This design comes from an exercise in tuning for small area on the open sky130 flow, not from production work. Only simulation tests tie the RTL to the original design; equivalence was not proved.

## run 1
==> flow/design.v (excerpt) <==
module RISC_16(
	output	[15:0]		t_alu_in1,
	output	[15:0]		t_alu_in2,
	output	[15:0]		t_alu_out,
	input 				clk,
	input 				rst,
	input 				enable,
	input 	[15:0] 	instruction,
	output 	[4:0] 	tick_out,
	output 	[15:0] 	display
);
wire [3:0] op = instruction[15:12];
wire [3:0] ra = instruction[11:8];
wire [3:0] rb = instruction[7:4];
wire [7:0] imm = instruction[7:0];
reg [4:0] tick;
always @(posedge clk) begin
	if (rst) tick <= 5'b10000;
	else tick <= {tick[0], tick[4:1]};
end
assign tick_out = tick;
wire tF = tick[4], tD = tick[3], tE = tick[2], tW = tick[0];
reg alu_mux_q, sign_mux_q, disp_q;
reg [3:0] aluop_q;
wire op_j = (op == 4'hF);
wire op_r = (op == 4'h0);
wire op_br = (op == 4'hA) | (op == 4'hB) | (op == 4'hC);
wire op_ls = (op == 4'hD) | (op == 4'hE);
wire rd_en = enable & tD & ~op_j;
wire wr_en = enable & tW & (op_r | (~op[3] & |op[2:0]) | (op == 4'h8));
wire alu_mux = (enable & tE & ~op_j) ? ~op_r : alu_mux_q;
wire sign_mux = (enable & tD) ? 1'b1 : (enable & tE & op_br) ? 1'b0 : sign_mux_q;
wire disp_en = (enable & tF) ? 1'b0 : (enable & tW & (op == 4'h9)) ? 1'b1 : disp_q;
reg [3:0] imap;
always @(*) begin
	case (op)
		4'h1: imap = 4'h1;
		4'h2: imap = 4'h0;
		4'h3: imap = 4'hC;
		4'h4: imap = 4'hD;
		4'h5: imap = 4'hE;
		4'h6: imap = 4'h7;
		4'h7: imap = 4'h6;
		4'h8: imap = 4'h9;
		4'h9: imap = 4'hA;
		4'hA: imap = 4'h5;
		4'hB: imap = 4'h4;
		4'hC: imap = 4'hB;
		default: imap = 4'h0;
	endcase
end
wire [3:0] aluop = ~enable ? 4'h0 :
                   (tE & op_r) ? instruction[3:0] :
                   (tE & ~op_j & ~op_ls) ? imap : aluop_q;
always @(posedge clk) begin
	if (rst) begin
		alu_mux_q <= 1'b0;
		sign_mux_q <= 1'b0;
		disp_q <= 1'b0;
		aluop_q <= 4'h0;
	end else begin
		alu_mux_q <= alu_mux;
		sign_mux_q <= sign_mux;
		disp_q <= disp_en;
		aluop_q <= aluop;
	end
end
reg [7:0] rf [0:15];
wire [7:0] alu_lo;
wire [7:0] wdata = rst ? 8'd0 : alu_lo;
genvar gi;
generate
	for (gi = 0; gi < 16; gi = gi + 1) begin : g_rf
		always @(posedge clk)
			if (rst | (wr_en & (ra == gi))) rf[gi] <= wdata;
	end
endgenerate
wire [7:0] port = rf[tF ? rb : ra];
reg [7:0] breg;		 
always @(posedge clk) breg <= port;
  ...
For scale: ~88 I/O pins, roughly 12000 sq um of cells after synthesis.
Settings: LEC_CHECK=0, ABC_AREA=1, CAP_MARGIN=20, CORE_MARGIN=2, CORE_UTILIZATION=70, CTS_BUF_LIST=sky130_fd_sc_hd__clkbuf_8, SLEW_MARGIN=20; clock period 70.0 ns.
standard.sh (not shown) runs the stock make flow with config.mk's settings and CLKGATE_MAP_FILE= SYNTH_SCRIPT=/design/flow/synth_recipe.tcl, a recipe that flattens the netlist after the stock synthesis.
==> flow/flow/run.sh <==
#!/bin/bash
# Own layout flow: the standard flow (standard.sh), except that synthesis
# maps the combinational logic with an area-only ABC script (flow/synth.tcl).
set -euo pipefail
W=$(pwd)
export MY_ABC_SCRIPT=$W/flow/area.abc
# port buffers: the smallest buffer (the default picks a larger delay cell)
export BUFFER_PORTS_ARGS="-buffer_cell sky130_fd_sc_hd__buf_1"
sed "s#SYNTH_SCRIPT=[^ ]*#SYNTH_SCRIPT=$W/flow/synth.tcl#" standard.sh > $W/synth_area.sh
bash $W/synth_area.sh synth > $W/synth.log 2>&1
bash standard.sh > $W/layout.log 2>&1
==> flow/flow/area.abc <==
strash
&get -n
&fraig -x
&put
dc2
dch -f
map -a
strash
dch -f
map -a
topo
==> flow/flow/synth.tcl <==
# The standard flow's synthesis script (synth_recipe.tcl), with ABC's combinational mapping
# run with an area-only script (flow/area.abc) instead of ORFS's, which buffers
# and upsizes for delay. Registers are mapped before ABC, so they are the same.
proc synth {args} { yosys synth -nofsm -noshare {*}$args }
proc abc {args} {
  set i [lsearch -exact $args -script]
  if { $i >= 0 } { lset args [expr {$i + 1}] $::env(MY_ABC_SCRIPT) }
  yosys abc {*}$args
}
source $::env(SCRIPTS_DIR)/synth.tcl
# left out here: clear keep_hierarchy, flatten, clean up, hide names made inside functions, write 1_2_yosys.v
For run 2, these inputs were changed with respect to run 1:
--- a/flow/flow/run.sh
+++ b/flow/flow/run.sh
@@ -8,0 +9,7 @@
+# clock tree: ORFS's default arguments, with clkbuf_8 and without the dummy
+# loads that CTS adds to balance its clusters
+export CTS_ARGS="-sink_clustering_enable -repair_clock_nets -buf_list sky130_fd_sc_hd__clkbuf_8 -dont_use_dummy_load"
+# buffer sizes the repairs may use (flow/small_bufs.tcl)
+for step in GLOBAL_PLACE RESIZE REPAIR_TIMING_POST_PLACE CTS GLOBAL_ROUTE; do
+  export PRE_${step}_TCL=$W/flow/small_bufs.tcl
+done
--- a/flow/flow/area.abc
+++ b/flow/flow/area.abc
@@ -7 +7 @@
-map -a
+amap
@@ -10 +10 @@
-map -a
+amap
==> flow/flow/small_bufs.tcl (new file) <==
# Sourced before the placement, resizing, clock tree and global routing steps:
# repairs use buffers of drive 1 and 2 only (or resize the driver instead).
set_dont_use {sky130_fd_sc_hd__buf_4 sky130_fd_sc_hd__buf_6 sky130_fd_sc_hd__buf_8 sky130_fd_sc_hd__buf_12 sky130_fd_sc_hd__buf_16}
### Flow results
Half-perimeter wire length of the detailed placement result, run 1 and run 2: smaller value in run 2. The higher first-pass GRT wire length of run 1 and run 2 is in run 1. Shortest clock period the worst path allows after layout was lower in the run labelled run 2. Across both runs, worst slack after detailed placement was lower for run 2 than for run 1. In the reports for run 1 and run 2, the smaller post-synthesis compound-gate area fraction belongs to run 1. Total number of nets in the final design for run 2 is lower than for run 1. Higher fraction of final layout cells sized beyond drive strength 1 among run 1 and run 2: run 1. Final setup slack of the worst path in run 2 is 0.069 ns higher than in run 1.
Inputs modified between run 2 and run 3:
Settings: CORE_UTILIZATION: 70 -> 80; PLACE_DENSITY: unset -> 0.9.
--- a/flow/flow/run.sh
+++ b/flow/flow/run.sh
@@ -9,7 +8,0 @@
-# clock tree: ORFS's default arguments, with clkbuf_8 and without the dummy
-# loads that CTS adds to balance its clusters
-export CTS_ARGS="-sink_clustering_enable -repair_clock_nets -buf_list sky130_fd_sc_hd__clkbuf_8 -dont_use_dummy_load"
-# buffer sizes the repairs may use (flow/small_bufs.tcl)
-for step in GLOBAL_PLACE RESIZE REPAIR_TIMING_POST_PLACE CTS GLOBAL_ROUTE; do
-  export PRE_${step}_TCL=$W/flow/small_bufs.tcl
-done
removed: flow/flow/small_bufs.tcl
Results
Looking at total iterations of the first detailed-routing run, run 3 sits above run 2.
Sort run 3 and run 2 by worst hold slack, descending, and run 3 comes first.
Summary: with run 2 as the reference, final design instance area without fill in run 3 moved up slightly.
Run 3: global-route total usage across every layer 15 points above run 2
Delta (run 3 minus run 2): global-route wire length before repair +9.6 mm; number of cell instances on the worst register-to-register path +about 2.2%.
[inputs] run 4 vs run 3
Settings: CORE_UTILIZATION changed from 80 to 70; PLACE_DENSITY removed (was 0.9); CAP_MARGIN changed from 20 to 5; SLEW_MARGIN changed from 20 to 5.
--- a/flow/flow/run.sh
+++ b/flow/flow/run.sh
@@ -8,0 +9,3 @@
+# clock tree: ORFS's default arguments, with clkbuf_8 and without the dummy
+# loads that CTS adds to balance its clusters
+export CTS_ARGS="-sink_clustering_enable -repair_clock_nets -buf_list sky130_fd_sc_hd__clkbuf_8 -dont_use_dummy_load"
Results
- Run 4 ends up with higher instance count along the most critical hold path than run 3 does.
- Run 4 — met3 capacity usage during global routing 16 points lower, run 3 as reference
- Going from run 3 to run 4, placer congestion estimate shrank by a few percent.
- Run 4 — fraction of area in registers 0.52 points higher, run 3 as reference

-- what the ideal ports hide --
Ports are ideal in the flow. The routed layouts listed here were re-timed in OpenROAD. Step 1: set_driving_cell puts a clkbuf_16 on clk and a buf_2 on each other input, an assumption about the parent block. Step 2 also shifts input and output timing later by t, the mid clock arrival at the registers, as if the neighbouring blocks saw the same clock. a / b / c = ideal ports / drivers / drivers and shift; a / b = the first two.
| run | shift t [ns] | setup slack, ns | hold WS [ns] | slew at the worst register clock pin (ns) | worst data-port slew with drivers (ns) |
|---|---|---|---|---|---|
| run 1 | 0.516 | 13.600 / 13.575 / 13.575 | 0.434 / 0.434 / 0.434 | 0.12 / 0.12 | 0.04 |
| run 2 | 0.506 | 13.669 / 13.644 / 13.644 | 0.449 / 0.449 / 0.449 | 0.10 / 0.10 | 0.04 |
| run 3 | 0.544 | 10.964 / 10.934 / 10.934 | 0.487 / 0.487 / 0.487 | 0.12 / 0.12 | 0.04 |
| run 4 | 0.504 | 15.096 / 15.073 / 15.073 | 0.481 / 0.481 / 0.481 | 0.12 / 0.12 | 0.04 |
After both steps every run listed still meets setup and hold. For run 3, which loses most, drivers alone change the setup slack by -0.030 ns; drivers and shift together by -0.030 ns.
